From an optimization exercise on the open Yosys and OpenROAD flow, aimed at small area; shortcuts taken in it are not production practice.
The flow treats the clock pin as an ideal source, which a real chip does not have.
No activity file was given, so power comes from the tool's default toggle rates.

== north ==
// pong_main
module pong_main(
    input clk,
    input hard_reset,
    input data1,
    input data2,
    output c_clk,
    output latch,
    output wire hsync,
    output wire vsync,
    output wire [2:0] red,
    output wire [2:0] green,
    output wire [2:0] blue,
    output wire speaker
);
==> flow/config.mk <==
export PLATFORM = sky130hd
export DESIGN_NAME = pong_main
export DESIGN_NICKNAME = pong_main
export VERILOG_FILES = /design/flow/design.v
export SDC_FILE = /design/flow/constraint.sdc
export NUM_CORES = 4
export LEC_CHECK = 0
export ABC_AREA = 1
export CAP_MARGIN = 20
export CORE_MARGIN = 2
export CORE_UTILIZATION = 60
export SLEW_MARGIN = 20
==> flow/constraint.sdc <==
create_clock -name core_clock -period 20.0 [get_ports {clk}]
set_input_delay 4.0000 -clock core_clock [delete_from_list [all_inputs] [get_ports {clk}]]
set_output_delay 4.0000 -clock core_clock [all_outputs]
set_load 0.01 [all_outputs]
standard.sh (not shown) runs the stock make flow with config.mk's settings and CLKGATE_MAP_FILE= SYNTH_SCRIPT=/design/flow/synth_recipe.tcl, a recipe that flattens the netlist after the stock synthesis.
==> flow/flow/run.sh <==
#!/bin/bash
# Layout flow: the standard flow (standard.sh), except that the
# combinational logic of the standard synthesis is mapped again by ABC with
# an area-oriented script. The registers of the standard synthesis are kept
# as they are (same instances, names and cells); the re-mapped netlist is
# proven equivalent to the standard one before it is used, else the
# standard netlist is kept. Every tool writes its full output to a log here.
set -euo pipefail
W=$(pwd)
F=$W/flow
R=$W/orfs/results/$FLOW_PLATFORM/pong_main/base
PDIR=$FLOW_HOME/platforms/$FLOW_PLATFORM
LIB=$(ls $PDIR/lib/sky130_fd_sc_hd__tt_025C_1v80.lib)
YOSYS=yosys
if [[ -x $FLOW_HOME/../tools/install/yosys/bin/yosys ]]; then
  YOSYS=$FLOW_HOME/../tools/install/yosys/bin/yosys
fi

# 1. standard synthesis
bash standard.sh synth > $W/log_1_standard_synth.log 2>&1
cp $R/1_2_yosys.v $W/std_synth.v

# 2. re-map the combinational logic
SEQ=$(awk '/^[ \t]*cell[ \t]*\(/{match($0,/"[^"]+"/); c=substr($0,RSTART+1,RLENGTH-2)} /^[ \t]*(ff|latch|ff_bank|statetable)[ \t]*\(/{print c}' $LIB | sort -u | tr '\n' ' ')
DU=$(sed -n '/DONT_USE_CELLS/,/^$/p' $PDIR/config.mk | grep -o "sky130_fd_sc_hd__[a-z0-9_]*" | sed 's/^/-dont_use /' | tr '\n' ' ')
cat > $W/remap.ys <<EOY
read_liberty -ignore_miss_func $LIB
blackbox $SEQ sky130_fd_sc_hd__conb_1
read_verilog $W/std_synth.v
hierarchy -top $FLOW_TOP
flatten
opt -purge
abc -liberty $LIB $DU -script $F/area.abc
opt_clean -purge
select $FLOW_TOP
write_verilog -selected -noattr -noexpr -nohex -nodec $W/remap_raw.v
design -reset
read_liberty -lib -ignore_miss_func $LIB
read_verilog $W/remap_raw.v
hierarchy -top $FLOW_TOP
hilomap -singleton -hicell sky130_fd_sc_hd__conb_1 HI -locell sky130_fd_sc_hd__conb_1 LO
insbuf -buf sky130_fd_sc_hd__buf_4 A X
splitnets
opt_clean -purge
check -assert
stat -liberty $LIB
write_verilog -noattr -noexpr -nohex -nodec $W/remap.v
EOY
ok=1
$YOSYS -s $W/remap.ys > $W/log_2_remap.log 2>&1 || ok=0

# 3. the registers must be the standard synthesis's, and the logic the same
regs() { grep -E "^ *sky130_fd_sc_hd__[a-z0-9_]+ " "$1" | awk -v seq=" $SEQ " '{ if (index(seq, " " $1 " ")) print $1, $2 }' | sort; }
if [[ $ok == 1 ]]; then
  regs $W/std_synth.v > $W/regs_std.txt
  regs $W/remap.v > $W/regs_remap.txt
  if ! cmp -s $W/regs_std.txt $W/regs_remap.txt || [[ ! -s $W/regs_std.txt ]]; then ok=0; fi
fi
if [[ $ok == 1 ]]; then
  cat > $W/equiv.ys <<EOY
read_liberty -ignore_miss_func $LIB
read_verilog $W/std_synth.v
rename $FLOW_TOP gold
read_verilog $W/remap.v
rename $FLOW_TOP gate
hierarchy -check
flatten gold gate
opt_clean
equiv_make gold gate equiv
hierarchy -top equiv
equiv_simple -undef
equiv_induct -undef
equiv_status -assert
EOY
  $YOSYS -s $W/equiv.ys > $W/log_3_equiv.log 2>&1 || ok=0
fi
echo "remap used: $ok" > $W/remap_status.txt
if [[ $ok == 1 ]]; then
  cp $W/remap.v $R/1_2_yosys.v
  rm -f $R/1_synth.odb $R/1_synth.sdc
  touch $R/1_2_yosys.v
fi

# 4. the rest of the standard flow, with a clock tree of small buffers and
# no dummy loads, and the smallest buffer on each port
export BUFFER_PORTS_ARGS="-buffer_cell sky130_fd_sc_hd__buf_1"
export CTS_ARGS="-sink_clustering_enable -repair_clock_nets -dont_use_dummy_load -buf_list sky130_fd_sc_hd__clkbuf_8 -sink_clustering_size 20"
bash standard.sh finish > $W/log_4_standard_finish.log 2>&1
==> flow/flow/area.abc <==
&get -n
&st
&deepsyn -T 90
&put
dch -f
amap
topo
--- input diff north..south ---
- a change of CORE_UTILIZATION from 60 to 75
--- a/flow/flow/run.sh
+++ b/flow/flow/run.sh
@@ -84,5 +84,7 @@
 # 4. the rest of the standard flow, with a clock tree of small buffers and
-# no dummy loads, and the smallest buffer on each port
+# no dummy loads, clock buffers then downsized where the clock slew allows,
+# and the smallest buffer on each port
 export BUFFER_PORTS_ARGS="-buffer_cell sky130_fd_sc_hd__buf_1"
-export CTS_ARGS="-sink_clustering_enable -repair_clock_nets -dont_use_dummy_load -buf_list sky130_fd_sc_hd__clkbuf_8 -sink_clustering_size 20"
+export POST_CTS_TCL=$F/downsize.tcl
+export CTS_ARGS="-sink_clustering_enable -repair_clock_nets -dont_use_dummy_load -buf_list sky130_fd_sc_hd__clkbuf_8"
 bash standard.sh finish > $W/log_4_standard_finish.log 2>&1
==> flow/flow/downsize.tcl (new file) <==
set ds_slew_limit 0.110
set ds_sizes {sky130_fd_sc_hd__clkbuf_1 sky130_fd_sc_hd__clkbuf_2 sky130_fd_sc_hd__clkbuf_4}
proc ds_max_clk_slew {} {
  set mx 0
  foreach pin [get_pins -hierarchical */CLK] {
    set s [get_property $pin slew_max]
    if {$s > $mx} { set mx $s }
  }
  return $mx
}
estimate_parasitics -placement
set ds_bufs {}
foreach inst [get_cells *] {
  set m [get_property $inst ref_name]
  if {[string match "sky130_fd_sc_hd__clkbuf_*" $m] && [string match "clkbuf_*" [get_property $inst name]]} {
    lappend ds_bufs $inst
  }
}
puts "downsize: [llength $ds_bufs] clock buffers, max clock slew [ds_max_clk_slew]"
foreach inst $ds_bufs {
  set orig [get_property $inst ref_name]
  foreach size $ds_sizes {
    if {$size == $orig} { break }
    if {[catch { replace_cell $inst $size } err]} { continue }
    estimate_parasitics -placement
    if {[ds_max_clk_slew] <= $ds_slew_limit} {
      puts "downsize: [get_property $inst name] $orig -> $size"
      break
    }
    replace_cell $inst $orig
    estimate_parasitics -placement
  }
}
puts "downsize: max clock slew now [ds_max_clk_slew]"
south went all the way through synthesis, placement and routing and the layout is clean on timing, DRC and antenna.
Fmax | south below north
south — final total power 4.0% lower, north as reference
Remaining number of nets flagged by the antenna check after routing came out exactly the same in north and south.
Modified inputs, east compared to south
- CORE_UTILIZATION: 75 -> 60
--- a/flow/flow/run.sh
+++ b/flow/flow/run.sh
@@ -22,6 +22,10 @@
 
-# 2. re-map the combinational logic
+# 2. re-map the combinational logic: ABC's deepsyn with a few random seeds
+# in parallel, keeping the smallest result
 SEQ=$(awk '/^[ \t]*cell[ \t]*\(/{match($0,/"[^"]+"/); c=substr($0,RSTART+1,RLENGTH-2)} /^[ \t]*(ff|latch|ff_bank|statetable)[ \t]*\(/{print c}' $LIB | sort -u | tr '\n' ' ')
 DU=$(sed -n '/DONT_USE_CELLS/,/^$/p' $PDIR/config.mk | grep -o "sky130_fd_sc_hd__[a-z0-9_]*" | sed 's/^/-dont_use /' | tr '\n' ' ')
-cat > $W/remap.ys <<EOY
+remap() {
+  local k=$1
+  printf '&get -n\n&st\n&deepsyn -T 150 -S %s\n&put\ndch -f\namap\ntopo\n' $k > $W/area_$k.abc
+  cat > $W/remap_$k.ys <<EOY
 read_liberty -ignore_miss_func $LIB
@@ -32,9 +36,9 @@
 opt -purge
-abc -liberty $LIB $DU -script $F/area.abc
+abc -liberty $LIB $DU -script $W/area_$k.abc
 opt_clean -purge
 select $FLOW_TOP
-write_verilog -selected -noattr -noexpr -nohex -nodec $W/remap_raw.v
+write_verilog -selected -noattr -noexpr -nohex -nodec $W/remap_raw_$k.v
 design -reset
 read_liberty -lib -ignore_miss_func $LIB
-read_verilog $W/remap_raw.v
+read_verilog $W/remap_raw_$k.v
 hierarchy -top $FLOW_TOP
@@ -45,7 +49,19 @@
 check -assert
-stat -liberty $LIB
-write_verilog -noattr -noexpr -nohex -nodec $W/remap.v
+tee -o $W/remap_area_$k.txt stat -liberty $LIB
+write_verilog -noattr -noexpr -nohex -nodec $W/remap_$k.v
 EOY
-ok=1
-$YOSYS -s $W/remap.ys > $W/log_2_remap.log 2>&1 || ok=0
+  $YOSYS -s $W/remap_$k.ys > $W/log_2_remap_$k.log 2>&1 || rm -f $W/remap_$k.v
+}
+for k in 1 2 3 4; do remap $k & done
+wait
+ok=0
+best=""
+for k in 1 2 3 4; do
+  if [[ -s $W/remap_$k.v ]]; then
+    a=$(grep "Chip area" $W/remap_area_$k.txt | awk "{print \$NF}" || true)
+    echo "seed $k: $a" >> $W/remap_areas.txt
+    if [[ -z "$best" ]] || awk -v a=$a -v b=$barea 'BEGIN{exit !(a < b)}'; then best=$k; barea=$a; fi
+  fi
+done
+if [[ -n "$best" ]]; then cp $W/remap_$best.v $W/remap.v; ok=1; echo "chosen: seed $best" >> $W/remap_areas.txt; fi
 
removed: flow/flow/area.abc
==> run notes <==
- In east the final worst-path setup slack turned out 0.099 ns higher than in south.
- Looking only at growth of design area from synthesis to finish, and setting everything else aside, the higher value of south and east goes to east.
- Status: non-clock buffer share of cell area parity (south, east)
- Relative to south, the chip width measured on east has increased by more than 10%.
- For the per-cell routed wire length, east came in 14% lower than south did.
- Relative max-transition margin down 2.8 points in east wrt south
No run of this note included a check of the RTL's function; only the layout flow was run.

-- port drivers added, routing unchanged --
How much do the figures lean on ideal ports? The routed layouts below were timed once more, with nothing changed but the port constraints. Step 1 assumes that a clkbuf_16 drives the clock port and a buf_2 every other input. Step 2 adds t to the input delays and takes it off the output delays; t is the mean of the earliest and latest rising clock arrival at the registers after step 1. Input paths then give back, and output paths get back, about the clock's delay inside the block. Three values: ideal ports, drivers, drivers and shift; two values: the first two.
run | shift t [ns] | slack for setup (ns) | worst setup path after step 2 | worst data-port slew with drivers (ns)
north | 0.473 | 11.222 / 11.183 / 11.656 | register to output | 0.03
south | 0.830 | 10.903 / 10.871 / 11.700 | register to output | 0.03
east | 0.789 | 11.003 / 10.967 / 11.756 | register to output | 0.03
After both steps every run listed still meets setup and hold.
